Context: an optimization exercise on an open-source flow, tuned for small area, a short achievable clock period and few clock cycles per item. The choices shown serve that exercise and are no tape-out recipe.
The RTL was checked by simulation tests, not by an equivalence proof against the original design.

[flow/run.sh]
#!/bin/bash
# synth_recipe.tcl (not shown) runs the flow's synth.tcl, then flattens the netlist and writes it again
# the make line also repeats each setting of config.mk as NAME=value (left out here)
make -C /OpenROAD-flow-scripts/flow DESIGN_CONFIG=/design/flow/config.mk WORK_HOME=/design/flow/orfs CLKGATE_MAP_FILE= SYNTH_SCRIPT=/design/flow/synth_recipe.tcl finish
[flow/config.mk]
export PLATFORM = sky130hd
export DESIGN_NAME = fft1024
export DESIGN_NICKNAME = fft1024
export VERILOG_FILES = /design/flow/design.v
export SDC_FILE = /design/flow/constraint.sdc
export NUM_CORES = 4
export LEC_CHECK = 0
export CAP_MARGIN = 20
export CORE_MARGIN = 2
export CORE_UTILIZATION = 70
export PLACE_DENSITY = 0.75
export SLEW_MARGIN = 20
[flow/constraint.sdc]
create_clock -name core_clock -period 16.0 [get_ports {clk}]
set_input_delay 3.2000 -clock core_clock [delete_from_list [all_inputs] [get_ports {clk}]]
set_output_delay 3.2000 -clock core_clock [all_outputs]
set_load 0.01 [all_outputs]
[flow/design.v]
module bfly_mul
(
    input clk,
    input [15:0] x,
    input [14:0] t,
    output reg [18:0] s,
    output reg [18:0] c,
    output reg ci
);
wire pp1;
wire pp2;
wire pp3;
wire pp4;
wire pp5;
wire pp6;
wire pp7;
wire pp8;
wire pp9;
wire pp10;
wire pp11;
wire pp12;
wire pp13;
wire pp14;
wire pp15;
wire pp16;
wire pp17;
wire pp18;
wire pp19;
wire pp20;
wire pp21;
wire pp22;
wire pp23;
wire pp24;
wire pp25;
wire pp26;
wire pp27;
wire pp28;
wire pp29;
wire pp30;
wire pp31;
wire pp32;
wire pp33;
wire pp34;
wire pp35;
wire pp36;
wire pp37;
wire pp38;
wire pp39;
wire pp40;
wire pp41;
wire pp42;
wire pp43;
wire pp44;
wire pp45;
wire pp46;
wire pp47;
wire pp48;
wire pp49;
wire pp50;
wire pp51;
wire pp52;
wire pp53;
wire pp54;
wire pp55;
wire pp56;
wire pp57;
wire pp58;
wire pp59;
wire pp60;
wire pp61;
wire pp62;
wire pp63;
wire pp64;
wire pp65;
wire pp66;
wire pp67;
wire pp68;
wire pp69;
wire pp70;
wire pp71;
wire pp72;
wire pp73;
wire pp74;
wire pp75;
wire pp76;
wire pp77;
wire pp78;
wire pp79;
wire pp80;
wire pp81;
wire pp82;
wire pp83;
wire pp84;
wire pp85;
wire pp86;
wire pp87;
wire pp88;
wire pp89;
wire pp90;
wire pp91;
wire pp92;
wire pp93;
wire pp94;
wire pp95;
wire pp96;
wire pp97;
wire pp98;
wire pp99;
wire pp100;
wire pp101;
wire pp102;
wire pp103;
wire pp104;
wire pp105;
wire pp106;
wire pp107;
wire pp108;
wire pp109;
wire pp110;
wire pp111;
wire pp112;
wire pp113;
wire pp114;
wire pp115;
wire pp116;
wire pp117;
wire pp118;
wire pp119;
wire pp120;
wire pp121;
wire pp122;
wire pp123;
wire pp124;
wire pp125;
wire pp126;
wire pp127;
wire pp128;
wire pp129;
wire pp130;
wire pp131;
wire pp132;
wire pp133;
wire pp134;
wire pp135;
wire pp136;
wire pp137;
wire pp138;
wire pp139;
wire pp140;
wire pp141;
wire pp142;
wire pp143;
wire pp144;
wire pp145;
wire pp146;
wire pp147;
wire pp148;
wire pp149;
wire pp150;
wire pp151;
wire pp152;
wire pp153;
wire pp154;
wire pp155;
wire pp156;
wire pp157;
wire pp158;
wire pp159;
wire pp160;
wire pp161;
wire pp162;
wire pp163;
wire pp164;
wire pp165;
wire pp166;
wire pp167;
wire pp168;
wire pp169;
wire pp170;
wire pp171;
wire pp172;
wire pp173;
wire pp174;
wire pp175;
wire pp176;
wire pp177;
wire pp178;
wire pp179;
wire pp180;
wire pp181;
wire pp182;
wire pp183;
wire pp184;
wire pp185;
wire pp186;
wire pp187;
wire pp188;
wire pp189;
wire pp190;
wire pp191;
wire pp192;
wire pp193;
wire pp194;
wire pp195;
wire pp196;
wire pp197;
wire pp198;
wire pp199;
wire pp200;
wire pp201;
wire pp202;
wire pp203;
wire pp204;
wire pp205;
wire pp206;
wire pp207;
wire pp208;
wire pp209;
wire pp210;
wire pp211;
wire pp212;
wire pp213;
wire pp214;
wire pp215;
wire pp216;
wire pp217;
wire pp218;
wire pp219;
wire pp220;
wire pp221;
wire pp222;
wire pp223;
wire pp224;
wire pp225;
wire pp226;
wire pp227;
wire pp228;
wire pp229;
wire pp230;
wire pp231;
wire pp232;
wire pp233;
wire pp234;
wire pp235;
wire pp236;
wire pp237;
wire pp238;
wire pp239;
wire pp240;
wire pp241;
wire s242;
wire c243;
wire s244;
wire c245;
wire s246;
wire c247;
wire s248;
wire c249;
wire s250;
wire c251;
wire s252;
wire c253;
wire s254;
wire c255;
wire s256;
wire c257;
wire s258;
wire c259;
wire s260;
wire c261;
wire s262;
wire c263;
wire s264;
wire c265;
wire s266;
wire c267;
wire s268;
wire c269;
wire s270;
wire c271;
wire s272;
wire c273;
wire s274;
wire c275;
wire s276;
wire c277;
wire s278;
wire c279;
wire s280;
wire c281;
wire s282;
wire c283;
wire s284;
wire c285;
wire s286;
wire c287;
wire s288;
wire c289;
wire s290;
wire c291;
wire s292;
wire c293;
wire s294;
wire c295;
wire s296;
wire c297;
wire s298;
wire c299;
wire s300;
wire c301;
wire s302;
wire c303;
wire s304;
wire c305;
wire s306;
wire c307;
wire s308;
wire c309;
wire s310;
wire c311;
wire s312;
wire c313;
wire s314;
wire c315;
wire s316;
wire c317;
wire s318;
wire c319;
wire s320;
wire c321;
wire s322;
wire c323;
wire s324;
wire c325;
wire s326;
wire c327;
wire s328;
wire c329;
wire s330;
wire c331;
wire s332;
wire c333;
wire s334;
wire c335;
wire s336;
wire c337;
wire s338;
wire c339;
wire s340;
wire c341;
wire s342;
wire c343;
wire s344;
wire c345;
wire s346;
wire c347;
wire s348;
wire c349;
wire s350;
wire c351;
wire s352;
wire c353;
wire s354;
wire c355;
wire s356;
wire c357;
wire s358;
wire c359;
wire s360;
wire c361;
wire s362;
wire c363;
wire s364;
wire c365;
wire s366;
wire c367;
wire s368;
wire c369;
wire s370;
wire c371;
wire s372;
wire c373;
wire s374;
wire c375;
wire s376;
wire c377;
wire s378;
wire c379;
wire s380;
wire c381;
wire s382;
wire c383;
wire s384;
wire c385;
wire s386;
wire c387;
wire s388;
wire c389;
wire s390;
wire c391;
wire s392;
wire c393;
wire s394;
wire c395;
wire s396;
wire c397;
wire s398;
wire c399;
wire s400;
wire c401;
wire s402;
wire c403;
wire s404;
wire c405;
wire s406;
wire c407;
wire s408;
wire c409;
wire s410;
wire c411;
wire s412;
wire c413;
wire s414;
wire c415;
wire s416;
wire c417;
wire s418;
wire c419;
wire s420;
wire c421;
wire s422;
wire c423;
wire s424;
wire c425;
wire s426;
wire c427;
wire s428;
wire c429;
wire s430;
wire c431;
wire s432;
wire c433;
wire s434;
wire c435;
wire s436;
wire c437;
wire s438;
wire c439;
wire s440;
wire c441;
wire s442;
wire c443;
wire s444;
wire c445;
wire s446;
wire c447;
wire s448;
wire c449;
wire s450;
wire c451;
wire s452;
wire c453;
wire s454;
wire c455;
wire s456;
wire c457;
wire s458;
wire c459;
wire s460;
wire c461;
wire s462;
wire c463;
wire s464;
wire c465;
wire s466;
wire c467;
wire s468;
wire c469;
wire s470;
wire c471;
wire s472;
wire c473;
wire s474;
wire c475;
wire s476;
wire c477;
wire s478;
wire c479;
wire s480;
wire c481;
wire s482;
wire c483;
wire s484;
wire c485;
wire s486;
wire c487;
wire s488;
wire c489;
wire s490;
wire c491;
wire s492;
wire c493;
wire s494;
wire c495;
wire s496;
wire c497;
wire s498;
wire c499;
wire s500;
wire c501;
wire s502;
wire c503;
wire s504;
wire c505;
wire s506;
wire c507;
wire s508;
wire c509;
wire s510;
wire c511;
wire s512;
wire c513;
wire s514;
wire c515;
wire s516;
wire c517;
wire s518;
wire c519;
wire s520;
wire c521;
wire s522;
wire c523;
wire s524;
wire c525;
wire s526;
wire c527;
wire s528;
wire c529;
wire s530;
wire c531;
wire s532;
wire c533;
wire s534;
wire c535;
wire s536;
wire c537;
wire s538;
wire c539;
wire s540;
wire c541;
wire s542;
wire c543;
wire s544;
wire c545;
wire s546;
wire c547;
wire s548;
wire c549;
wire s550;
wire c551;
wire s552;
wire c553;
wire s554;
wire c555;
wire s556;
wire c557;
wire s558;
wire c559;
wire s560;
wire c561;
wire s562;
wire c563;
wire s564;
wire c565;
wire s566;
wire c567;
wire s568;
wire c569;
wire s570;
wire c571;
wire s572;
wire c573;
wire s574;
wire c575;
wire s576;
wire c577;
wire s578;
wire c579;
wire s580;
wire c581;
wire s582;
wire c583;
wire s584;
wire c585;
wire s586;
wire c587;
wire s588;
wire c589;
wire s590;
wire c591;
wire s592;
wire c593;
wire s594;
wire c595;
wire s596;
wire c597;
wire s598;
wire c599;
wire s600;
wire c601;
wire s602;
wire c603;
wire s604;
wire c605;
wire s606;
wire c607;
wire s608;
wire c609;
wire s610;
wire c611;
wire s612;
wire c613;
wire s614;
wire c615;
wire s616;
wire c617;
wire s618;
wire c619;
wire s620;
wire c621;
wire s622;
wire c623;
wire s624;
wire c625;
wire s626;
wire c627;
wire s628;
wire c629;
wire s630;
wire c631;
wire s632;
wire c633;
wire s634;
wire c635;
wire s636;
wire c637;
wire s638;
wire c639;
wire s640;
wire c641;
wire s642;
wire c643;
wire s644;
wire c645;
wire s646;
wire c647;
wire s648;
wire c649;
wire s650;
wire c651;
wire s652;
wire c653;
wire s654;
wire c655;
wire s656;
wire c657;
wire s658;
wire c659;
wire s660;
wire c661;
assign pp1 = x[0] & t[0];
assign pp2 = x[0] & t[1];
assign pp3 = x[0] & t[2];
assign pp4 = x[0] & t[3];
assign pp5 = x[0] & t[4];
assign pp6 = x[0] & t[5];
assign pp7 = x[0] & t[6];
assign pp8 = x[0] & t[7];
assign pp9 = x[0] & t[8];
assign pp10 = x[0] & t[9];
assign pp11 = x[0] & t[10];
assign pp12 = x[0] & t[11];
assign pp13 = x[0] & t[12];
assign pp14 = x[0] & t[13];
assign pp15 = x[0] & t[14];
assign pp16 = x[1] & t[0];
assign pp17 = x[1] & t[1];
assign pp18 = x[1] & t[2];
assign pp19 = x[1] & t[3];
assign pp20 = x[1] & t[4];
assign pp21 = x[1] & t[5];
assign pp22 = x[1] & t[6];
assign pp23 = x[1] & t[7];
assign pp24 = x[1] & t[8];
assign pp25 = x[1] & t[9];
assign pp26 = x[1] & t[10];
assign pp27 = x[1] & t[11];
assign pp28 = x[1] & t[12];
assign pp29 = x[1] & t[13];
assign pp30 = x[1] & t[14];
assign pp31 = x[2] & t[0];
assign pp32 = x[2] & t[1];
assign pp33 = x[2] & t[2];
assign pp34 = x[2] & t[3];
assign pp35 = x[2] & t[4];
assign pp36 = x[2] & t[5];
assign pp37 = x[2] & t[6];
assign pp38 = x[2] & t[7];
assign pp39 = x[2] & t[8];
assign pp40 = x[2] & t[9];
assign pp41 = x[2] & t[10];
assign pp42 = x[2] & t[11];
assign pp43 = x[2] & t[12];
assign pp44 = x[2] & t[13];
assign pp45 = x[2] & t[14];
assign pp46 = x[3] & t[0];
assign pp47 = x[3] & t[1];
assign pp48 = x[3] & t[2];
assign pp49 = x[3] & t[3];
assign pp50 = x[3] & t[4];
assign pp51 = x[3] & t[5];
assign pp52 = x[3] & t[6];
assign pp53 = x[3] & t[7];
assign pp54 = x[3] & t[8];
assign pp55 = x[3] & t[9];
assign pp56 = x[3] & t[10];
assign pp57 = x[3] & t[11];
assign pp58 = x[3] & t[12];
assign pp59 = x[3] & t[13];
assign pp60 = x[3] & t[14];
assign pp61 = x[4] & t[0];
assign pp62 = x[4] & t[1];
assign pp63 = x[4] & t[2];
assign pp64 = x[4] & t[3];
assign pp65 = x[4] & t[4];
assign pp66 = x[4] & t[5];
assign pp67 = x[4] & t[6];
assign pp68 = x[4] & t[7];
assign pp69 = x[4] & t[8];
assign pp70 = x[4] & t[9];
assign pp71 = x[4] & t[10];
assign pp72 = x[4] & t[11];
assign pp73 = x[4] & t[12];
assign pp74 = x[4] & t[13];
assign pp75 = x[4] & t[14];
assign pp76 = x[5] & t[0];
assign pp77 = x[5] & t[1];
assign pp78 = x[5] & t[2];
assign pp79 = x[5] & t[3];
assign pp80 = x[5] & t[4];
assign pp81 = x[5] & t[5];
assign pp82 = x[5] & t[6];
assign pp83 = x[5] & t[7];
assign pp84 = x[5] & t[8];
assign pp85 = x[5] & t[9];
assign pp86 = x[5] & t[10];
assign pp87 = x[5] & t[11];
assign pp88 = x[5] & t[12];
assign pp89 = x[5] & t[13];
assign pp90 = x[5] & t[14];
assign pp91 = x[6] & t[0];
assign pp92 = x[6] & t[1];
assign pp93 = x[6] & t[2];
assign pp94 = x[6] & t[3];
assign pp95 = x[6] & t[4];
assign pp96 = x[6] & t[5];
assign pp97 = x[6] & t[6];
assign pp98 = x[6] & t[7];
assign pp99 = x[6] & t[8];
assign pp100 = x[6] & t[9];
assign pp101 = x[6] & t[10];
assign pp102 = x[6] & t[11];
assign pp103 = x[6] & t[12];
assign pp104 = x[6] & t[13];
assign pp105 = x[6] & t[14];
assign pp106 = x[7] & t[0];
assign pp107 = x[7] & t[1];
assign pp108 = x[7] & t[2];
assign pp109 = x[7] & t[3];
assign pp110 = x[7] & t[4];
assign pp111 = x[7] & t[5];
assign pp112 = x[7] & t[6];
assign pp113 = x[7] & t[7];
assign pp114 = x[7] & t[8];
assign pp115 = x[7] & t[9];
assign pp116 = x[7] & t[10];
assign pp117 = x[7] & t[11];
assign pp118 = x[7] & t[12];
assign pp119 = x[7] & t[13];
assign pp120 = x[7] & t[14];
assign pp121 = x[8] & t[0];
assign pp122 = x[8] & t[1];
assign pp123 = x[8] & t[2];
assign pp124 = x[8] & t[3];
assign pp125 = x[8] & t[4];
assign pp126 = x[8] & t[5];
assign pp127 = x[8] & t[6];
assign pp128 = x[8] & t[7];
assign pp129 = x[8] & t[8];
assign pp130 = x[8] & t[9];
assign pp131 = x[8] & t[10];
assign pp132 = x[8] & t[11];
assign pp133 = x[8] & t[12];
assign pp134 = x[8] & t[13];
assign pp135 = x[8] & t[14];
assign pp136 = x[9] & t[0];
assign pp137 = x[9] & t[1];
assign pp138 = x[9] & t[2];
assign pp139 = x[9] & t[3];
assign pp140 = x[9] & t[4];
assign pp141 = x[9] & t[5];
assign pp142 = x[9] & t[6];
assign pp143 = x[9] & t[7];
assign pp144 = x[9] & t[8];
assign pp145 = x[9] & t[9];
assign pp146 = x[9] & t[10];
assign pp147 = x[9] & t[11];
assign pp148 = x[9] & t[12];
assign pp149 = x[9] & t[13];
assign pp150 = x[9] & t[14];
assign pp151 = x[10] & t[0];
assign pp152 = x[10] & t[1];
assign pp153 = x[10] & t[2];
assign pp154 = x[10] & t[3];
assign pp155 = x[10] & t[4];
assign pp156 = x[10] & t[5];
assign pp157 = x[10] & t[6];
assign pp158 = x[10] & t[7];
assign pp159 = x[10] & t[8];
assign pp160 = x[10] & t[9];
assign pp161 = x[10] & t[10];
assign pp162 = x[10] & t[11];
assign pp163 = x[10] & t[12];
assign pp164 = x[10] & t[13];
assign pp165 = x[10] & t[14];
assign pp166 = x[11] & t[0];
assign pp167 = x[11] & t[1];
assign pp168 = x[11] & t[2];
assign pp169 = x[11] & t[3];
assign pp170 = x[11] & t[4];
assign pp171 = x[11] & t[5];
assign pp172 = x[11] & t[6];
assign pp173 = x[11] & t[7];
assign pp174 = x[11] & t[8];
assign pp175 = x[11] & t[9];
assign pp176 = x[11] & t[10];
assign pp177 = x[11] & t[11];
assign pp178 = x[11] & t[12];
assign pp179 = x[11] & t[13];
assign pp180 = x[11] & t[14];
assign pp181 = x[12] & t[0];
assign pp182 = x[12] & t[1];
assign pp183 = x[12] & t[2];
assign pp184 = x[12] & t[3];
assign pp185 = x[12] & t[4];
assign pp186 = x[12] & t[5];
assign pp187 = x[12] & t[6];
assign pp188 = x[12] & t[7];
assign pp189 = x[12] & t[8];
assign pp190 = x[12] & t[9];
assign pp191 = x[12] & t[10];
assign pp192 = x[12] & t[11];
assign pp193 = x[12] & t[12];
assign pp194 = x[12] & t[13];
assign pp195 = x[12] & t[14];
assign pp196 = x[13] & t[0];
assign pp197 = x[13] & t[1];
assign pp198 = x[13] & t[2];
assign pp199 = x[13] & t[3];
assign pp200 = x[13] & t[4];
assign pp201 = x[13] & t[5];
assign pp202 = x[13] & t[6];
assign pp203 = x[13] & t[7];
assign pp204 = x[13] & t[8];
assign pp205 = x[13] & t[9];
assign pp206 = x[13] & t[10];
assign pp207 = x[13] & t[11];
assign pp208 = x[13] & t[12];
assign pp209 = x[13] & t[13];
assign pp210 = x[13] & t[14];
assign pp211 = x[14] & t[0];
assign pp212 = x[14] & t[1];
assign pp213 = x[14] & t[2];
assign pp214 = x[14] & t[3];
assign pp215 = x[14] & t[4];
assign pp216 = x[14] & t[5];
assign pp217 = x[14] & t[6];
assign pp218 = x[14] & t[7];
assign pp219 = x[14] & t[8];
assign pp220 = x[14] & t[9];
assign pp221 = x[14] & t[10];
assign pp222 = x[14] & t[11];
assign pp223 = x[14] & t[12];
assign pp224 = x[14] & t[13];
assign pp225 = x[14] & t[14];
assign pp226 = ~(x[15] & t[0]);
assign pp227 = ~(x[15] & t[1]);
assign pp228 = ~(x[15] & t[2]);
assign pp229 = ~(x[15] & t[3]);
assign pp230 = ~(x[15] & t[4]);
assign pp231 = ~(x[15] & t[5]);
assign pp232 = ~(x[15] & t[6]);
assign pp233 = ~(x[15] & t[7]);
assign pp234 = ~(x[15] & t[8]);
assign pp235 = ~(x[15] & t[9]);
assign pp236 = ~(x[15] & t[10]);
assign pp237 = ~(x[15] & t[11]);
assign pp238 = ~(x[15] & t[12]);
assign pp239 = ~(x[15] & t[13]);
assign pp240 = ~(x[15] & t[14]);
assign pp241 = ~x[15];
assign s242 = 1'b1 ^ pp13;
assign c243 = 1'b1 & pp13;
assign s244 = 1'b1 ^ pp14 ^ pp28;
assign c245 = (1'b1 & pp14) | (pp28 & (1'b1 ^ pp14));
assign s246 = pp42 ^ pp56;
assign c247 = pp42 & pp56;
assign s248 = pp15 ^ pp29 ^ pp43;
assign c249 = (pp15 & pp29) | (pp43 & (pp15 ^ pp29));
assign s250 = pp57 ^ pp71 ^ pp85;
assign c251 = (pp57 & pp71) | (pp85 & (pp57 ^ pp71));
assign s252 = 1'b1 ^ pp30 ^ pp44;
assign c253 = (1'b1 & pp30) | (pp44 & (1'b1 ^ pp30));
assign s254 = pp58 ^ pp72 ^ pp86;
assign c255 = (pp58 & pp72) | (pp86 & (pp58 ^ pp72));
assign s256 = pp100 ^ pp114;
assign c257 = pp100 & pp114;
assign s258 = pp45 ^ pp59 ^ pp73;
assign c259 = (pp45 & pp59) | (pp73 & (pp45 ^ pp59));
assign s260 = pp87 ^ pp101 ^ pp115;
assign c261 = (pp87 & pp101) | (pp115 & (pp87 ^ pp101));
assign s262 = pp60 ^ pp74 ^ pp88;
assign c263 = (pp60 & pp74) | (pp88 & (pp60 ^ pp74));
assign s264 = 1'b1 ^ pp9;
assign c265 = 1'b1 & pp9;
assign s266 = 1'b1 ^ pp10 ^ pp24;
assign c267 = (1'b1 & pp10) | (pp24 & (1'b1 ^ pp10));
assign s268 = pp38 ^ pp52;
assign c269 = pp38 & pp52;
assign s270 = 1'b1 ^ pp11 ^ pp25;
assign c271 = (1'b1 & pp11) | (pp25 & (1'b1 ^ pp11));
assign s272 = pp39 ^ pp53 ^ pp67;
assign c273 = (pp39 & pp53) | (pp67 & (pp39 ^ pp53));
assign s274 = pp81 ^ pp95;
assign c275 = pp81 & pp95;
assign s276 = 1'b1 ^ pp12 ^ pp26;
assign c277 = (1'b1 & pp12) | (pp26 & (1'b1 ^ pp12));
assign s278 = pp40 ^ pp54 ^ pp68;
assign c279 = (pp40 & pp54) | (pp68 & (pp40 ^ pp54));
assign s280 = pp82 ^ pp96 ^ pp110;
assign c281 = (pp82 & pp96) | (pp110 & (pp82 ^ pp96));
assign s282 = pp124 ^ pp138;
assign c283 = pp124 & pp138;
assign s284 = pp27 ^ pp41 ^ pp55;
assign c285 = (pp27 & pp41) | (pp55 & (pp27 ^ pp41));
assign s286 = pp69 ^ pp83 ^ pp97;
assign c287 = (pp69 & pp83) | (pp97 & (pp69 ^ pp83));
assign s288 = pp111 ^ pp125 ^ pp139;
assign c289 = (pp111 & pp125) | (pp139 & (pp111 ^ pp125));
assign s290 = pp153 ^ pp167 ^ pp181;
assign c291 = (pp153 & pp167) | (pp181 & (pp153 ^ pp167));
assign s292 = pp70 ^ pp84 ^ pp98;
assign c293 = (pp70 & pp84) | (pp98 & (pp70 ^ pp84));
assign s294 = pp112 ^ pp126 ^ pp140;
assign c295 = (pp112 & pp126) | (pp140 & (pp112 ^ pp126));
assign s296 = pp154 ^ pp168 ^ pp182;
assign c297 = (pp154 & pp168) | (pp182 & (pp154 ^ pp168));
assign s298 = pp196 ^ c243 ^ s246;
assign c299 = (pp196 & c243) | (s246 & (pp196 ^ c243));
assign s300 = pp99 ^ pp113 ^ pp127;
assign c301 = (pp99 & pp113) | (pp127 & (pp99 ^ pp113));
assign s302 = pp141 ^ pp155 ^ pp169;
assign c303 = (pp141 & pp155) | (pp169 & (pp141 ^ pp155));
assign s304 = pp183 ^ pp197 ^ pp211;
assign c305 = (pp183 & pp197) | (pp211 & (pp183 ^ pp197));
assign s306 = c247 ^ c245 ^ s248;
assign c307 = (c247 & c245) | (s248 & (c247 ^ c245));
assign s308 = pp128 ^ pp142 ^ pp156;
assign c309 = (pp128 & pp142) | (pp156 & (pp128 ^ pp142));
assign s310 = pp170 ^ pp184 ^ pp198;
assign c311 = (pp170 & pp184) | (pp198 & (pp170 ^ pp184));
assign s312 = pp212 ^ pp226 ^ s256;
assign c313 = (pp212 & pp226) | (s256 & (pp212 ^ pp226));
assign s314 = c249 ^ c251 ^ s252;
assign c315 = (c249 & c251) | (s252 & (c249 ^ c251));
assign s316 = pp129 ^ pp143 ^ pp157;
assign c317 = (pp129 & pp143) | (pp157 & (pp129 ^ pp143));
assign s318 = pp171 ^ pp185 ^ pp199;
assign c319 = (pp171 & pp185) | (pp199 & (pp171 ^ pp185));
assign s320 = pp213 ^ pp227 ^ c257;
assign c321 = (pp213 & pp227) | (c257 & (pp213 ^ pp227));
assign s322 = c253 ^ c255 ^ s258;
assign c323 = (c253 & c255) | (s258 & (c253 ^ c255));
assign s324 = pp102 ^ pp116 ^ pp130;
assign c325 = (pp102 & pp116) | (pp130 & (pp102 ^ pp116));
assign s326 = pp144 ^ pp158 ^ pp172;
assign c327 = (pp144 & pp158) | (pp172 & (pp144 ^ pp158));
assign s328 = pp186 ^ pp200 ^ pp214;
assign c329 = (pp186 & pp200) | (pp214 & (pp186 ^ pp200));
assign s330 = pp228 ^ c259 ^ c261;
assign c331 = (pp228 & c259) | (c261 & (pp228 ^ c259));
assign s332 = pp75 ^ pp89 ^ pp103;
assign c333 = (pp75 & pp89) | (pp103 & (pp75 ^ pp89));
assign s334 = pp117 ^ pp131 ^ pp145;
assign c335 = (pp117 & pp131) | (pp145 & (pp117 ^ pp131));
assign s336 = pp159 ^ pp173 ^ pp187;
assign c337 = (pp159 & pp173) | (pp187 & (pp159 ^ pp173));
assign s338 = pp201 ^ pp215 ^ pp229;
assign c339 = (pp201 & pp215) | (pp229 & (pp201 ^ pp215));
assign s340 = pp90 ^ pp104 ^ pp118;
assign c341 = (pp90 & pp104) | (pp118 & (pp90 ^ pp104));
assign s342 = pp132 ^ pp146 ^ pp160;
assign c343 = (pp132 & pp146) | (pp160 & (pp132 ^ pp146));
assign s344 = pp174 ^ pp188 ^ pp202;
assign c345 = (pp174 & pp188) | (pp202 & (pp174 ^ pp188));
assign s346 = pp105 ^ pp119 ^ pp133;
assign c347 = (pp105 & pp119) | (pp133 & (pp105 ^ pp119));
assign s348 = pp147 ^ pp161 ^ pp175;
assign c349 = (pp147 & pp161) | (pp175 & (pp147 ^ pp161));
assign s350 = pp120 ^ pp134 ^ pp148;
assign c351 = (pp120 & pp134) | (pp148 & (pp120 ^ pp134));
assign s352 = 1'b1 ^ pp6;
assign c353 = 1'b1 & pp6;
assign s354 = 1'b1 ^ pp7 ^ pp21;
assign c355 = (1'b1 & pp7) | (pp21 & (1'b1 ^ pp7));
assign s356 = pp35 ^ pp49;
assign c357 = pp35 & pp49;
assign s358 = 1'b1 ^ pp8 ^ pp22;
assign c359 = (1'b1 & pp8) | (pp22 & (1'b1 ^ pp8));
assign s360 = pp36 ^ pp50 ^ pp64;
assign c361 = (pp36 & pp50) | (pp64 & (pp36 ^ pp50));
assign s362 = pp78 ^ pp92;
assign c363 = pp78 & pp92;
assign s364 = pp23 ^ pp37 ^ pp51;
assign c365 = (pp23 & pp37) | (pp51 & (pp23 ^ pp37));
assign s366 = pp65 ^ pp79 ^ pp93;
assign c367 = (pp65 & pp79) | (pp93 & (pp65 ^ pp79));
assign s368 = pp107 ^ pp121 ^ s264;
assign c369 = (pp107 & pp121) | (s264 & (pp107 ^ pp121));
assign s370 = pp66 ^ pp80 ^ pp94;
assign c371 = (pp66 & pp80) | (pp94 & (pp66 ^ pp80));
assign s372 = pp108 ^ pp122 ^ pp136;
assign c373 = (pp108 & pp122) | (pp136 & (pp108 ^ pp122));
assign s374 = c265 ^ s268 ^ s266;
assign c375 = (c265 & s268) | (s266 & (c265 ^ s268));
assign s376 = pp109 ^ pp123 ^ pp137;
assign c377 = (pp109 & pp123) | (pp137 & (pp109 ^ pp123));
assign s378 = pp151 ^ c269 ^ s274;
assign c379 = (pp151 & c269) | (s274 & (pp151 ^ c269));
assign s380 = c267 ^ s270 ^ s272;
assign c381 = (c267 & s270) | (s272 & (c267 ^ s270));
assign s382 = pp152 ^ pp166 ^ c275;
assign c383 = (pp152 & pp166) | (c275 & (pp152 ^ pp166));
assign s384 = s282 ^ c271 ^ c273;
assign c385 = (s282 & c271) | (c273 & (s282 ^ c271));
assign s386 = s276 ^ s278 ^ s280;
assign c387 = (s276 & s278) | (s280 & (s276 ^ s278));
assign s388 = c283 ^ s242 ^ c277;
assign c389 = (c283 & s242) | (c277 & (c283 ^ s242));
assign s390 = c279 ^ c281 ^ s284;
assign c391 = (c279 & c281) | (s284 & (c279 ^ c281));
assign s392 = s286 ^ s288 ^ s290;
assign c393 = (s286 & s288) | (s290 & (s286 ^ s288));
assign s394 = c285 ^ c287 ^ c289;
assign c395 = (c285 & c287) | (c289 & (c285 ^ c287));
assign s396 = c291 ^ s244 ^ s292;
assign c397 = (c291 & s244) | (s292 & (c291 ^ s244));
assign s398 = s294 ^ s296 ^ s298;
assign c399 = (s294 & s296) | (s298 & (s294 ^ s296));
assign s400 = c293 ^ c295 ^ c297;
assign c401 = (c293 & c295) | (c297 & (c293 ^ c295));
assign s402 = s250 ^ s300 ^ s302;
assign c403 = (s250 & s300) | (s302 & (s250 ^ s300));
assign s404 = s304 ^ c299 ^ s306;
assign c405 = (s304 & c299) | (s306 & (s304 ^ c299));
assign s406 = c301 ^ c303 ^ c305;
assign c407 = (c301 & c303) | (c305 & (c301 ^ c303));
assign s408 = s254 ^ s308 ^ s310;
assign c409 = (s254 & s308) | (s310 & (s254 ^ s308));
assign s410 = s312 ^ c307 ^ s314;
assign c411 = (s312 & c307) | (s314 & (s312 ^ c307));
assign s412 = c309 ^ c311 ^ s260;
assign c413 = (c309 & c311) | (s260 & (c309 ^ c311));
assign s414 = s316 ^ s318 ^ s320;
assign c415 = (s316 & s318) | (s320 & (s316 ^ s318));
assign s416 = c313 ^ c315 ^ s322;
assign c417 = (c313 & c315) | (s322 & (c313 ^ c315));
assign s418 = c317 ^ c319 ^ s262;
assign c419 = (c317 & c319) | (s262 & (c317 ^ c319));
assign s420 = s324 ^ s326 ^ s328;
assign c421 = (s324 & s326) | (s328 & (s324 ^ s326));
assign s422 = c321 ^ s330 ^ c323;
assign c423 = (c321 & s330) | (c323 & (c321 ^ s330));
assign s424 = c263 ^ c325 ^ c327;
assign c425 = (c263 & c325) | (c327 & (c263 ^ c325));
assign s426 = c329 ^ s332 ^ s334;
assign c427 = (c329 & s332) | (s334 & (c329 ^ s332));
assign s428 = s336 ^ s338 ^ c331;
assign c429 = (s336 & s338) | (c331 & (s336 ^ s338));
assign s430 = pp216 ^ pp230 ^ c333;
assign c431 = (pp216 & pp230) | (c333 & (pp216 ^ pp230));
assign s432 = c335 ^ c337 ^ c339;
assign c433 = (c335 & c337) | (c339 & (c335 ^ c337));
assign s434 = s340 ^ s342 ^ s344;
assign c435 = (s340 & s342) | (s344 & (s340 ^ s342));
assign s436 = pp189 ^ pp203 ^ pp217;
assign c437 = (pp189 & pp203) | (pp217 & (pp189 ^ pp203));
assign s438 = pp231 ^ c341 ^ c343;
assign c439 = (pp231 & c341) | (c343 & (pp231 ^ c341));
assign s440 = c345 ^ s346 ^ s348;
assign c441 = (c345 & s346) | (s348 & (c345 ^ s346));
assign s442 = pp162 ^ pp176 ^ pp190;
assign c443 = (pp162 & pp176) | (pp190 & (pp162 ^ pp176));
assign s444 = pp204 ^ pp218 ^ pp232;
assign c445 = (pp204 & pp218) | (pp232 & (pp204 ^ pp218));
assign s446 = c347 ^ c349 ^ s350;
assign c447 = (c347 & c349) | (s350 & (c347 ^ c349));
assign s448 = pp135 ^ pp149 ^ pp163;
assign c449 = (pp135 & pp149) | (pp163 & (pp135 ^ pp149));
assign s450 = pp177 ^ pp191 ^ pp205;
assign c451 = (pp177 & pp191) | (pp205 & (pp177 ^ pp191));
assign s452 = pp219 ^ pp233 ^ c351;
assign c453 = (pp219 & pp233) | (c351 & (pp219 ^ pp233));
assign s454 = pp150 ^ pp164 ^ pp178;
assign c455 = (pp150 & pp164) | (pp178 & (pp150 ^ pp164));
assign s456 = pp192 ^ pp206 ^ pp220;
assign c457 = (pp192 & pp206) | (pp220 & (pp192 ^ pp206));
assign s458 = pp165 ^ pp179 ^ pp193;
assign c459 = (pp165 & pp179) | (pp193 & (pp165 ^ pp179));
assign s460 = 1'b1 ^ pp4;
assign c461 = 1'b1 & pp4;
assign s462 = 1'b1 ^ pp5 ^ pp19;
assign c463 = (1'b1 & pp5) | (pp19 & (1'b1 ^ pp5));
assign s464 = pp33 ^ pp47;
assign c465 = pp33 & pp47;
assign s466 = pp20 ^ pp34 ^ pp48;
assign c467 = (pp20 & pp34) | (pp48 & (pp20 ^ pp34));
assign s468 = pp62 ^ pp76 ^ s352;
assign c469 = (pp62 & pp76) | (s352 & (pp62 ^ pp76));
assign s470 = pp63 ^ pp77 ^ pp91;
assign c471 = (pp63 & pp77) | (pp91 & (pp63 ^ pp77));
assign s472 = c353 ^ s356 ^ s354;
assign c473 = (c353 & s356) | (s354 & (c353 ^ s356));
assign s474 = pp106 ^ c357 ^ s362;
assign c475 = (pp106 & c357) | (s362 & (pp106 ^ c357));
assign s476 = c355 ^ s358 ^ s360;
assign c477 = (c355 & s358) | (s360 & (c355 ^ s358));
assign s478 = c363 ^ c359 ^ c361;
assign c479 = (c363 & c359) | (c361 & (c363 ^ c359));
assign s480 = s364 ^ s366 ^ s368;
assign c481 = (s364 & s366) | (s368 & (s364 ^ s366));
assign s482 = c365 ^ c367 ^ s370;
assign c483 = (c365 & c367) | (s370 & (c365 ^ c367));
assign s484 = s372 ^ c369 ^ s374;
assign c485 = (s372 & c369) | (s374 & (s372 ^ c369));
assign s486 = c371 ^ c373 ^ s376;
assign c487 = (c371 & c373) | (s376 & (c371 ^ c373));
assign s488 = s378 ^ c375 ^ s380;
assign c489 = (s378 & c375) | (s380 & (s378 ^ c375));
assign s490 = c377 ^ s382 ^ c379;
assign c491 = (c377 & s382) | (c379 & (c377 ^ s382));
assign s492 = s384 ^ c381 ^ s386;
assign c493 = (s384 & c381) | (s386 & (s384 ^ c381));
assign s494 = c383 ^ c385 ^ s388;
assign c495 = (c383 & c385) | (s388 & (c383 ^ c385));
assign s496 = c387 ^ s390 ^ s392;
assign c497 = (c387 & s390) | (s392 & (c387 ^ s390));
assign s498 = c389 ^ s394 ^ c391;
assign c499 = (c389 & s394) | (c391 & (c389 ^ s394));
assign s500 = c393 ^ s396 ^ s398;
assign c501 = (c393 & s396) | (s398 & (c393 ^ s396));
assign s502 = c395 ^ s400 ^ c397;
assign c503 = (c395 & s400) | (c397 & (c395 ^ s400));
assign s504 = s402 ^ c399 ^ s404;
assign c505 = (s402 & c399) | (s404 & (s402 ^ c399));
assign s506 = c401 ^ s406 ^ c403;
assign c507 = (c401 & s406) | (c403 & (c401 ^ s406));
assign s508 = s408 ^ c405 ^ s410;
assign c509 = (s408 & c405) | (s410 & (s408 ^ c405));
assign s510 = c407 ^ c409 ^ s412;
assign c511 = (c407 & c409) | (s412 & (c407 ^ c409));
assign s512 = s414 ^ c411 ^ s416;
assign c513 = (s414 & c411) | (s416 & (s414 ^ c411));
assign s514 = c413 ^ s418 ^ s420;
assign c515 = (c413 & s418) | (s420 & (c413 ^ s418));
assign s516 = c415 ^ s422 ^ c417;
assign c517 = (c415 & s422) | (c417 & (c415 ^ s422));
assign s518 = s424 ^ c419 ^ c421;
assign c519 = (s424 & c419) | (c421 & (s424 ^ c419));
assign s520 = s426 ^ c423 ^ s428;
assign c521 = (s426 & c423) | (s428 & (s426 ^ c423));
assign s522 = c425 ^ s430 ^ s432;
assign c523 = (c425 & s430) | (s432 & (c425 ^ s430));
assign s524 = c427 ^ s434 ^ c429;
assign c525 = (c427 & s434) | (c429 & (c427 ^ s434));
assign s526 = s436 ^ c431 ^ c433;
assign c527 = (s436 & c431) | (c433 & (s436 ^ c431));
assign s528 = s438 ^ c435 ^ s440;
assign c529 = (s438 & c435) | (s440 & (s438 ^ c435));
assign s530 = c437 ^ s442 ^ s444;
assign c531 = (c437 & s442) | (s444 & (c437 ^ s442));
assign s532 = c439 ^ c441 ^ s446;
assign c533 = (c439 & c441) | (s446 & (c439 ^ c441));
assign s534 = c443 ^ c445 ^ s448;
assign c535 = (c443 & c445) | (s448 & (c443 ^ c445));
assign s536 = s450 ^ s452 ^ c447;
assign c537 = (s450 & s452) | (c447 & (s450 ^ s452));
assign s538 = pp234 ^ c449 ^ c451;
assign c539 = (pp234 & c449) | (c451 & (pp234 ^ c449));
assign s540 = s454 ^ s456 ^ c453;
assign c541 = (s454 & s456) | (c453 & (s454 ^ s456));
assign s542 = pp207 ^ pp221 ^ pp235;
assign c543 = (pp207 & pp221) | (pp235 & (pp207 ^ pp221));
assign s544 = c455 ^ c457 ^ s458;
assign c545 = (c455 & c457) | (s458 & (c455 ^ c457));
assign s546 = pp180 ^ pp194 ^ pp208;
assign c547 = (pp180 & pp194) | (pp208 & (pp180 ^ pp194));
assign s548 = pp222 ^ pp236 ^ c459;
assign c549 = (pp222 & pp236) | (c459 & (pp222 ^ pp236));
assign s550 = pp195 ^ pp209 ^ pp223;
assign c551 = (pp195 & pp209) | (pp223 & (pp195 ^ pp209));
assign s552 = 1'b1 ^ pp3;
assign c553 = 1'b1 & pp3;
assign s554 = pp18 ^ pp32 ^ pp46;
assign c555 = (pp18 & pp32) | (pp46 & (pp18 ^ pp32));
assign s556 = pp61 ^ c461 ^ s464;
assign c557 = (pp61 & c461) | (s464 & (pp61 ^ c461));
assign s558 = c465 ^ c463 ^ s466;
assign c559 = (c465 & c463) | (s466 & (c465 ^ c463));
assign s560 = c467 ^ s470 ^ c469;
assign c561 = (c467 & s470) | (c469 & (c467 ^ s470));
assign s562 = c471 ^ s474 ^ c473;
assign c563 = (c471 & s474) | (c473 & (c471 ^ s474));
assign s564 = c475 ^ s478 ^ c477;
assign c565 = (c475 & s478) | (c477 & (c475 ^ s478));
assign s566 = c479 ^ s482 ^ c481;
assign c567 = (c479 & s482) | (c481 & (c479 ^ s482));
assign s568 = c483 ^ s486 ^ c485;
assign c569 = (c483 & s486) | (c485 & (c483 ^ s486));
assign s570 = c487 ^ s490 ^ c489;
assign c571 = (c487 & s490) | (c489 & (c487 ^ s490));
assign s572 = c491 ^ s494 ^ c493;
assign c573 = (c491 & s494) | (c493 & (c491 ^ s494));
assign s574 = c495 ^ s498 ^ c497;
assign c575 = (c495 & s498) | (c497 & (c495 ^ s498));
assign s576 = c499 ^ s502 ^ c501;
assign c577 = (c499 & s502) | (c501 & (c499 ^ s502));
assign s578 = c503 ^ s506 ^ c505;
assign c579 = (c503 & s506) | (c505 & (c503 ^ s506));
assign s580 = c507 ^ s510 ^ c509;
assign c581 = (c507 & s510) | (c509 & (c507 ^ s510));
assign s582 = c511 ^ s514 ^ s516;
assign c583 = (c511 & s514) | (s516 & (c511 ^ s514));
assign s584 = s518 ^ c515 ^ s520;
assign c585 = (s518 & c515) | (s520 & (s518 ^ c515));
assign s586 = c519 ^ s522 ^ s524;
assign c587 = (c519 & s522) | (s524 & (c519 ^ s522));
assign s588 = c523 ^ s526 ^ s528;
assign c589 = (c523 & s526) | (s528 & (c523 ^ s526));
assign s590 = s530 ^ c527 ^ c529;
assign c591 = (s530 & c527) | (c529 & (s530 ^ c527));
assign s592 = c531 ^ s534 ^ s536;
assign c593 = (c531 & s534) | (s536 & (c531 ^ s534));
assign s594 = s538 ^ c535 ^ c537;
assign c595 = (s538 & c535) | (c537 & (s538 ^ c535));
assign s596 = s542 ^ c539 ^ s544;
assign c597 = (s542 & c539) | (s544 & (s542 ^ c539));
assign s598 = c543 ^ s546 ^ s548;
assign c599 = (c543 & s546) | (s548 & (c543 ^ s546));
assign s600 = pp237 ^ c547 ^ s550;
assign c601 = (pp237 & c547) | (s550 & (pp237 ^ c547));
assign s602 = pp210 ^ pp224 ^ pp238;
assign c603 = (pp210 & pp224) | (pp238 & (pp210 ^ pp224));
assign s604 = 1'b1 ^ pp241;
assign c605 = 1'b1 & pp241;
assign s606 = 1'b1 ^ pp2 ^ pp16;
assign c607 = (1'b1 & pp2) | (pp16 & (1'b1 ^ pp2));
assign s608 = pp17 ^ pp31 ^ s552;
assign c609 = (pp17 & pp31) | (s552 & (pp17 ^ pp31));
assign s610 = c553 ^ s460 ^ s554;
assign c611 = (c553 & s460) | (s554 & (c553 ^ s460));
assign s612 = c555 ^ s462 ^ s556;
assign c613 = (c555 & s462) | (s556 & (c555 ^ s462));
assign s614 = c557 ^ s468 ^ s558;
assign c615 = (c557 & s468) | (s558 & (c557 ^ s468));
assign s616 = c559 ^ s472 ^ s560;
assign c617 = (c559 & s472) | (s560 & (c559 ^ s472));
assign s618 = s476 ^ c561 ^ s562;
assign c619 = (s476 & c561) | (s562 & (s476 ^ c561));
assign s620 = c563 ^ s480 ^ s564;
assign c621 = (c563 & s480) | (s564 & (c563 ^ s480));
assign s622 = c565 ^ s484 ^ s566;
assign c623 = (c565 & s484) | (s566 & (c565 ^ s484));
assign s624 = s488 ^ c567 ^ s568;
assign c625 = (s488 & c567) | (s568 & (s488 ^ c567));
assign s626 = s492 ^ c569 ^ s570;
assign c627 = (s492 & c569) | (s570 & (s492 ^ c569));
assign s628 = s496 ^ c571 ^ s572;
assign c629 = (s496 & c571) | (s572 & (s496 ^ c571));
assign s630 = s500 ^ c573 ^ s574;
assign c631 = (s500 & c573) | (s574 & (s500 ^ c573));
assign s632 = c575 ^ s504 ^ s576;
assign c633 = (c575 & s504) | (s576 & (c575 ^ s504));
assign s634 = s508 ^ c577 ^ s578;
assign c635 = (s508 & c577) | (s578 & (s508 ^ c577));
assign s636 = s512 ^ c579 ^ s580;
assign c637 = (s512 & c579) | (s580 & (s512 ^ c579));
assign s638 = c513 ^ c581 ^ s582;
assign c639 = (c513 & c581) | (s582 & (c513 ^ c581));
assign s640 = c517 ^ s584 ^ c583;
assign c641 = (c517 & s584) | (c583 & (c517 ^ s584));
assign s642 = c521 ^ c585 ^ s586;
assign c643 = (c521 & c585) | (s586 & (c521 ^ c585));
assign s644 = c525 ^ s588 ^ c587;
assign c645 = (c525 & s588) | (c587 & (c525 ^ s588));
assign s646 = s532 ^ s590 ^ c589;
assign c647 = (s532 & s590) | (c589 & (s532 ^ s590));
assign s648 = c533 ^ c591 ^ s592;
assign c649 = (c533 & c591) | (s592 & (c533 ^ c591));
assign s650 = s540 ^ s594 ^ c593;
assign c651 = (s540 & s594) | (c593 & (s540 ^ s594));
assign s652 = c541 ^ s596 ^ c595;
assign c653 = (c541 & s596) | (c595 & (c541 ^ s596));
assign s654 = c545 ^ s598 ^ c597;
assign c655 = (c545 & s598) | (c597 & (c545 ^ s598));
assign s656 = c549 ^ s600 ^ c599;
assign c657 = (c549 & s600) | (c599 & (c549 ^ s600));
assign s658 = c551 ^ s602 ^ c601;
assign c659 = (c551 & s602) | (c601 & (c551 ^ s602));
assign s660 = pp225 ^ pp239 ^ c603;
assign c661 = (pp225 & pp239) | (c603 & (pp225 ^ pp239));
wire [12:0] lo = {1'b0, {s626, s624, s622, s620, s618, s616, s614, s612, s610, s608, s606, pp1}} + {1'b0, {c625, c623, c621, c619, c617, c615, c613, c611, c609, c607, c605, s604}};
always @(posedge clk) begin
    s <= {1'b1, pp240, s660, s658, s656, s654, s652, s650, s648, s646, s644, s642, s640, s638, s636, s634, s632, s630, s628};
    c <= {1'b0, c661, c659, c657, c655, c653, c651, c649, c647, c645, c643, c641, c639, c637, c635, c633, c631, c629, c627};
    ci <= lo[12];
end
endmodule
module fft1024
(
    input clk,
    input rst_n,
    input start,
    output reg finish,
    input clear,
    input [31:0] dout0,
    output reg oce0,
    output reg ce0,
    output reg wre0,
    output reg [10:0] ad0,
    output reg [31:0] din0,
    input [31:0] dout1,
    output reg oce1,
    output reg ce1,
    output reg wre1,
    output reg [10:0] ad1,
    output reg [31:0] din1,
    input [15:0] dout_w,
    output reg oce_w,
    output reg ce_w,
    output reg [10:0] ad_w
);
reg run;             
reg ph;              
reg [3:0] s;         
reg [8:0] u;         
reg gap;             
wire        e0_v = run && (s <= 4'd9) && !gap;
wire        e0_x = (s == 4'd9) && !gap;
wire        e0_b = u[0];
wire [7:0]  e0_bi = u[8:1];
reg  [8:0]  e0_mask;    
always @(*) begin
    case (s)
        4'd0: e0_mask = 9'h000;
        4'd1: e0_mask = 9'h001;
        4'd2: e0_mask = 9'h003;
        4'd3: e0_mask = 9'h007;
        4'd4: e0_mask = 9'h00f;
        4'd5: e0_mask = 9'h01f;
        4'd6: e0_mask = 9'h03f;
        4'd7: e0_mask = 9'h07f;
        default: e0_mask = 9'h0ff;
    endcase
end
wire [8:0] e0_bw  = {1'b0, e0_bi};
wire [8:0] e0_ins = ((e0_bw << 1) & ~{e0_mask[7:0], 1'b1}) | (e0_bw & e0_mask);
wire [8:0] e0_a0  = e0_x ? u : e0_ins;
wire [8:0] e0_a1  = e0_x ? u : (e0_ins | (e0_mask + 9'd1));
reg  [8:0] e0_i;
always @(*) begin
    case (s)
        4'd0: e0_i = 9'd0;
        4'd1: e0_i = {e0_bi[0], 8'd0};
        4'd2: e0_i = {e0_bi[1:0], 7'd0};
        4'd3: e0_i = {e0_bi[2:0], 6'd0};
        4'd4: e0_i = {e0_bi[3:0], 5'd0};
        4'd5: e0_i = {e0_bi[4:0], 4'd0};
        4'd6: e0_i = {e0_bi[5:0], 3'd0};
        4'd7: e0_i = {e0_bi[6:0], 2'd0};
        4'd8: e0_i = {e0_bi[7:0], 1'd0};
        default: e0_i = u;
    endcase
end
wire e0_sr = e0_i > 9'd256;
wire [10:0] e0_adre = e0_sr ? {e0_i - 9'd256, 2'b00} : {9'd256 - e0_i, 2'b00};
wire [10:0] e0_adim = e0_sr ? {9'd0 - e0_i, 2'b00} : {e0_i, 2'b00};
reg       e1_v, e2_v, e3_v;
reg       e1_x, e2_x, e3_x;      
reg       e1_b, e2_b, e3_b;      
reg [8:0] e1_a0, e2_a0;
reg [8:0] e1_a1, e2_a1, e3_a1;
reg       e1_sr, e2_sr;
wire done = run && !ph && (s == 4'd10) && !e1_v && !e2_v && !(e3_v && !e3_x);
always @(posedge clk or negedge rst_n) begin
    if (!rst_n) begin
        run <= 1'b0;
        ph <= 1'b0;
        s <= 4'd0;
        u <= 9'd0;
        gap <= 1'b0;
        e1_v <= 1'b0;
        e2_v <= 1'b0;
        e3_v <= 1'b0;
        finish <= 1'b0;
    end
    else begin
        if (clear)
            finish <= 1'b0;
        if (!run) begin
            ph <= 1'b0;
            e1_v <= 1'b0;
            e2_v <= 1'b0;
            e3_v <= 1'b0;
            if (start)
                run <= 1'b1;
        end
        else begin
            ph <= ~ph;
            if (done) begin
                run <= 1'b0;
                finish <= 1'b1;
                s <= 4'd0;
                u <= 9'd0;
            end
            else if (ph) begin
                e1_v <= e0_v;
                e2_v <= e1_v;
                e3_v <= e2_v;
                if (gap) begin
                    gap <= 1'b0;
                end
                else if (s <= 4'd9) begin
                    u <= u + 9'd1;
                    if (u == 9'd511) begin
                        s <= s + 4'd1;
                        if (s == 4'd8)
                            gap <= 1'b1;
                    end
                end
            end
        end
    end
end
always @(posedge clk) begin
    if (ph) begin
        e1_x <= e0_x;   e2_x <= e1_x;   e3_x <= e2_x;
        e1_b <= e0_b;   e2_b <= e1_b;   e3_b <= e2_b;
        e1_a0 <= e0_a0; e2_a0 <= e1_a0;
        e1_a1 <= e0_a1; e2_a1 <= e1_a1; e3_a1 <= e2_a1;
        e1_sr <= e0_sr; e2_sr <= e1_sr;
    end
end
wire r1_0 = e0_v && !e0_x && !e0_b;             
wire r1_1 = e0_v && (e0_x || e0_b);             
wire r0_0 = e1_v && (e1_x || !e1_b);            
wire r0_1 = e1_v && !e1_x && e1_b;              
wire w0_0 = e2_v && (e2_x || !e2_b);            
wire w0_1 = e2_v && !e2_x && e2_b;              
wire w1_0 = e3_v && !e3_x && !e3_b;             
wire w1_1 = (e3_v && !e3_x && e3_b) || (e2_v && e2_x);   
always @(posedge clk or negedge rst_n) begin
    if (!rst_n) begin
        ce0 <= 1'b0; oce0 <= 1'b0; wre0 <= 1'b0;
        ce1 <= 1'b0; oce1 <= 1'b0; wre1 <= 1'b0;
        ce_w <= 1'b0; oce_w <= 1'b0;
    end
    else if (run && !done) begin
        if (!ph) begin
            ce0 <= r1_0 || r0_0;  oce0 <= r1_0 || r0_0;  wre0 <= 1'b0;
            ce1 <= r1_1 || r0_1;  oce1 <= r1_1 || r0_1;  wre1 <= 1'b0;
        end
        else begin
            ce0 <= w0_0 || w1_0;  oce0 <= w0_0 || w1_0;  wre0 <= 1'b1;
            ce1 <= w0_1 || w1_1;  oce1 <= w0_1 || w1_1;  wre1 <= 1'b1;
        end
        ce_w <= 1'b1; oce_w <= 1'b1;
    end
    else begin
        ce0 <= 1'b0; oce0 <= 1'b0; wre0 <= 1'b0;
        ce1 <= 1'b0; oce1 <= 1'b0; wre1 <= 1'b0;
        ce_w <= 1'b0; oce_w <= 1'b0;
    end
end
always @(posedge clk) begin
    if (!ph) begin
        ad0 <= {2'b00, r1_0 ? e0_a1 : e1_a0};
        ad1 <= {2'b00, r1_1 ? e0_a1 : e1_a0};
        ad_w <= e0_adre;
    end
    else begin
        ad0 <= {2'b00, w0_0 ? e2_a0 : e3_a1};
        ad1 <= {2'b00, w0_1 ? e2_a0 : (e2_x ? e2_a1 : e3_a1)};
        ad_w <= e0_adim;
    end
end
reg [14:0] tw;                  
reg [31:0] x1;                  
reg [31:0] x0;                  
reg [15:0] rrr, rir;            
reg [31:0] hold;                
localparam MK = 12;                  
wire [30-MK:0] ma_s, ma_c, mb_s, mb_c;
wire ma_ci, mb_ci;
bfly_mul mul_a (.clk(clk), .x(x1[31:16]), .t(tw), .s(ma_s), .c(ma_c), .ci(ma_ci));
bfly_mul mul_b (.clk(clk), .x(x1[15:0]),  .t(tw), .s(mb_s), .c(mb_c), .ci(mb_ci));
localparam SH = 15 - MK;
localparam WW = 31 - MK;
wire [WW-1:0] ci_a = {{(WW-1){1'b0}}, ma_ci};
wire [WW-1:0] ci_b = {{(WW-1){1'b0}}, mb_ci};
wire [WW-1:0] e2_m = {WW{e2_sr}};
wire [WW-1:0] e2_ka = {{(WW-SH-1){1'b0}}, e2_sr, {(SH-1){1'b0}}, e2_sr ^ ma_ci};
wire [WW-1:0] e2_kb = {{(WW-SH-1){1'b0}}, e2_sr, {(SH-1){1'b0}}, e2_sr ^ mb_ci};
wire [WW-1:0] rrr_w = (ma_s ^ e2_m) + (ma_c ^ e2_m) + e2_ka;
wire [WW-1:0] rir_w = (mb_s ^ e2_m) + (mb_c ^ e2_m) + e2_kb;
wire [15:0] rrr_n = rrr_w[WW-1:SH];
wire [15:0] rir_n = rir_w[WW-1:SH];
wire [WW-1:0] rnd = {{(WW-SH){1'b0}}, {SH{1'b1}}};
wire [WW-1:0] t0re = {x0[31:16], {SH{1'b0}}} + {rrr, {SH{1'b0}}} + mb_s + mb_c + ci_b;
wire [WW-1:0] t1re = {x0[31:16], {SH{1'b0}}} - {rrr, {SH{1'b0}}} - mb_s - mb_c - ci_b + rnd;
wire [WW-1:0] t0im = {x0[15:0], {SH{1'b0}}} + {rir, {SH{1'b0}}} - ma_s - ma_c - ci_a + rnd;
wire [WW-1:0] t1im = {x0[15:0], {SH{1'b0}}} - {rir, {SH{1'b0}}} + ma_s + ma_c + ci_a;
wire [31:0] y0 = {t0re[WW-1:SH], t0im[WW-1:SH]};
wire [31:0] y1 = {t1re[WW-1:SH], t1im[WW-1:SH]};
always @(posedge clk) begin
    tw <= dout_w[14:0];
    x0 <= (e2_x || !e2_b) ? dout0 : dout1;           
    rrr <= rrr_n;                                     
    rir <= rir_n;                                     
    din0 <= (e2_x || !e2_b) ? y0 : hold;              
    din1 <= e2_x ? y1 : (e2_b ? y0 : hold);           
    if (!ph)
        x1 <= (e1_x || e1_b) ? dout1 : dout0;
    else
        hold <= y1;
end
endmodule
==> run notes <==
drt wl/cell just under 20 um; Crit Path Class reg2reg; final critical-path required period 4.79 ns; synthesized area per cell roughly 9.5 um2; Pre-antenna DRT Iters 6; Final Hold Fails 0; worst-path maximum fanout 4; crit share post-route between 20% and 30%; CTS clk-pin slew, worst paths around 0.060 ns; CTS tree done; WHS around 0.42 ns; Hold Path Stages 0; Die Y between 200 and 250 um; setup bufs post-CTS 0; ant diodes 0; largest family of logic cells by synthesized area adder cells; Max Transition Viols Final 0; first-pass GRT wire length 141 mm; initial antenna violation count 2; Simple-Gate Fraction of Synth Area 14.0%; CP Capture Type register; Synth Cell Area 0.0350 mm2; arrival time worst endpoint 5.28 ns; post-route ant nets 0; Die W 228 um; pre-CTS setup slack 11.36 ns; share of cells above drive strength 1 between 4 and 5%; final setup fails 0; post-synthesis mux area share approximately 2.7%; Post-DP HPWL roughly 66 mm; Synth Area in Compound Gates 6.58%; post-cts sizing count 0; core area 0.0492 mm2; DIE AREA 0.0518 mm2; element type at the critical path start register; Yosys cell types 68; slowest stage delay, CP 0.58 ns; RSZ-0062 raised after global routing false; Core Rows 81; Post-Synth Adder-Cell Area 37.6%; Post-Route WL around 88 mm; via count 25500; setup TNS 0 ns; top post-synthesis cells by count 775 x inv_1, 512 x nand2_1, 510 x fa_1, 304 x and2_1, 244 x dfxtp_1; Stages on worst setup path 16; Initial DRC Count 1863; Num CTS Buffers 44; clock buffer depth 3; I/O pins 190; worst skew pair latency 0.60 ns; Clock H-tree levels 2; via/cell ratio 5.68; leading area contributor after synthesis fa_1; Starting Density 71.2%; Worst EP required 16.48 ns; number of flops mapped to enable cells by yosys 117; Post-CTS Hold Fix Bufs 0; fin worst setup slack around 11 ns; RePlAce Congestion 0.906; worst path bufs/invs 3; PortBufs 182; Nets 4616; largest net degree at the start of global routing 84; cells on worst reg2reg path 16; slowest library cell on the worst path o31ai_1; Max-slew headroom 36.1%; total grt overflow 0; fill count 3207; Clock Sinks 385; MaxCap Viol Count 0; area grow syn2layout 11.1%; Mapped Cells 3672; worst-path cell chain inv_1 -> fa_1 -> inv_1 -> fa_1 -> fa_1 -> inv_1 -> ha_1 -> nand2_1 -> o31ai_1 -> a41o_1 -> o21ai_1 -> o21ai_0 -> and2_1 -> mux2i_1 -> nand2_1 -> a221oi_1; # DRC 0; Synth async-reset ratio under 10%; result of the run finished clean; sequential share of the synthesized area 25.7%; Worst Tran Pin Value 0.959 ns; Root Driver clkbuf_16; xor/xnor share of the synthesized area between 3 and 4%; Clock Skew 0.0351 ns; GRT Util Overall between 30% and 40%; HP Class reg2reg; Area contributors post-synth fa_1 29%, dfxtp_1 14%, edfxtp_1 10%; Synth Register Bits 385; most frequent cell after synthesis inv_1; Synth top area share around 29%; Post-synth top flop dfxtp_1; vias in the first global route 27300; Synth warnings 2; max frequency 209 MHz; critical path's top delay family adder cells
[through the flow]
step | utilization, % | instances | instance area (um2)
floorplan | - | 3677 | 35000
global placement | 75.9 | 4404 | 37300
detailed placement | 75.9 | 4404 | 37300
CTS | 79.1 | 4486 | 38900
global route | 79.2 | 4487 | 38900
finish | 79.2 | 4487 | 38900
[kinds of logic (layout without fill, tap and decap cells)]
group | Yosys count | in the layout
buf+inv | 923 | 1069
xor+xnor | 141 | 141
flops | 385 | 385
fa+ha+maj | 745 | 745
mux | 88 | 88
compound gates | 357 | 357
simple gates | 1032 | 1032
other cells | 1 | 6
[layout by cell type, fill, tap and decap left out, drive strengths merged, types with 7 or more instances in the layout]
| master | instances |
|---|---|
| or3 | 9 |
| mux2i | 48 |
| clkdlybuf4s50 | 182 |
| dfxtp | 244 |
| xnor2 | 80 |
| and3 | 9 |
| nor2b | 18 |
| xor2 | 61 |
| and2 | 304 |
| edfxtp | 117 |
| clkbuf | 56 |
| nor2 | 100 |
| a221oi | 8 |
| buf | 29 |
| nor3 | 25 |
| clkinv | 14 |
| a211oi | 11 |
| o21bai | 10 |
| mux2 | 40 |
| bufinv | 8 |
| a2bb2oi | 7 |
| nand2 | 512 |
| o21ai | 119 |
| nand3 | 24 |
| dfrtp | 24 |
| ha | 235 |
| a21oi | 84 |
| fa | 510 |
| a21o | 29 |
| nand4 | 7 |
| o211ai | 14 |
| inv | 778 |
| nand2b | 9 |
| o21a | 17 |
[worst paths after layout]
kind / from / endpoint / slack (ns)
setup / recovery: mul_b.s[4]$_DFF_P_ / din1[30]$_DFF_P_ / 11.21
hold / removal: e1_a1[7]$_DFFE_PP_ / e2_a1[7]$_DFFE_PP_ / 0.42
setup reg to reg: mul_b.s[4]$_DFF_P_ / din1[30]$_DFF_P_ / 11.21
hold reg to reg: e1_a1[7]$_DFFE_PP_ / e2_a1[7]$_DFFE_PP_ / 0.42
max in group asynchronous: rst_n / ph$_DFF_PN0_ / 12.73
min in group asynchronous: rst_n / finish$_DFF_PN0_ / 2.98
[layout make-up]
type	instances	area [um2]	share of cell area [%]
multi-input combinational	2369	22500	57.9
timing repair buffer	211	2060	5.29
clock buffer	56	1180	3.02
tap	664	831	2.13
sequential	385	9000	23.1
inverter	776	2910	7.48
clock inverter	26	390	1.00
[state kept, by name, summed over array words and instances, names as in the netlist, 4 cells and up]
| name | cells |
|---|---|
| ad0 | 9 |
| ad1 | 9 |
| ad_w | 9 |
| din0 | 32 |
| din1 | 32 |
| e1_a0 | 9 |
| e1_a1 | 9 |
| e2_a0 | 9 |
| e2_a1 | 9 |
| e3_a1 | 9 |
| hold | 32 |
| mul_a.c | 18 |
| mul_a.s | 18 |
| mul_b.c | 18 |
| mul_b.s | 18 |
| rir | 16 |
| rrr | 16 |
| s | 4 |
| tw | 15 |
| u | 9 |
| x0 | 32 |
| x1 | 32 |
[layer usage]
layer / track usage, % / part of all wire, % / up-vias
met3: 7.33 / 9.0 / 274
met1: 44.6 / 38 / 12700
met2: 60.6 / 49 / 1127
met4: 13.9 / 4.0 / 4
met5: 0 / 0.026 / -
li1: - / - / 11400
[worst reg2reg max path: cells and delay by family (launching register included)]
kind	cells	cell delay, ns
and+or+nand+nor	3	0.36
AOI/OAI and AO/OA	5	1.72
buffers and inverters	3	0.21
DFF	1	0.41
adders and majority gates	4	1.77
muxes	1	0.21
Testbench counts, summed over its fixed seeds: cycles 122,976, ffts 12.

-- port drivers added, routing unchanged --
No port has a modelled driver above. Below, the same layout with a new extraction and two added sets of constraints.
Step 1 assumes that a clkbuf_16 drives the clock port and a buf_2 every other input.
Step 2, shift: input delay + t, output delay - t, t = (earliest + latest rising clock arrival at the registers) / 2. This alone moves slack from input paths to output paths.
Slacks: no drivers / after step 1 / after step 2; pairs: no drivers / after step 1.
t, ns: 0.646
setup slack, ns: 11.208 / 11.178 / 11.208
clock arrival spread, ns: 0.036 / 0.036
slew at the worst register clock pin (ns): 0.07 / 0.07
cell pins on the clock port's net: 1
After both steps this run still meets setup and hold. The setup slack of this run moves by -0.030 ns with the drivers and by 0.000 ns with both steps.
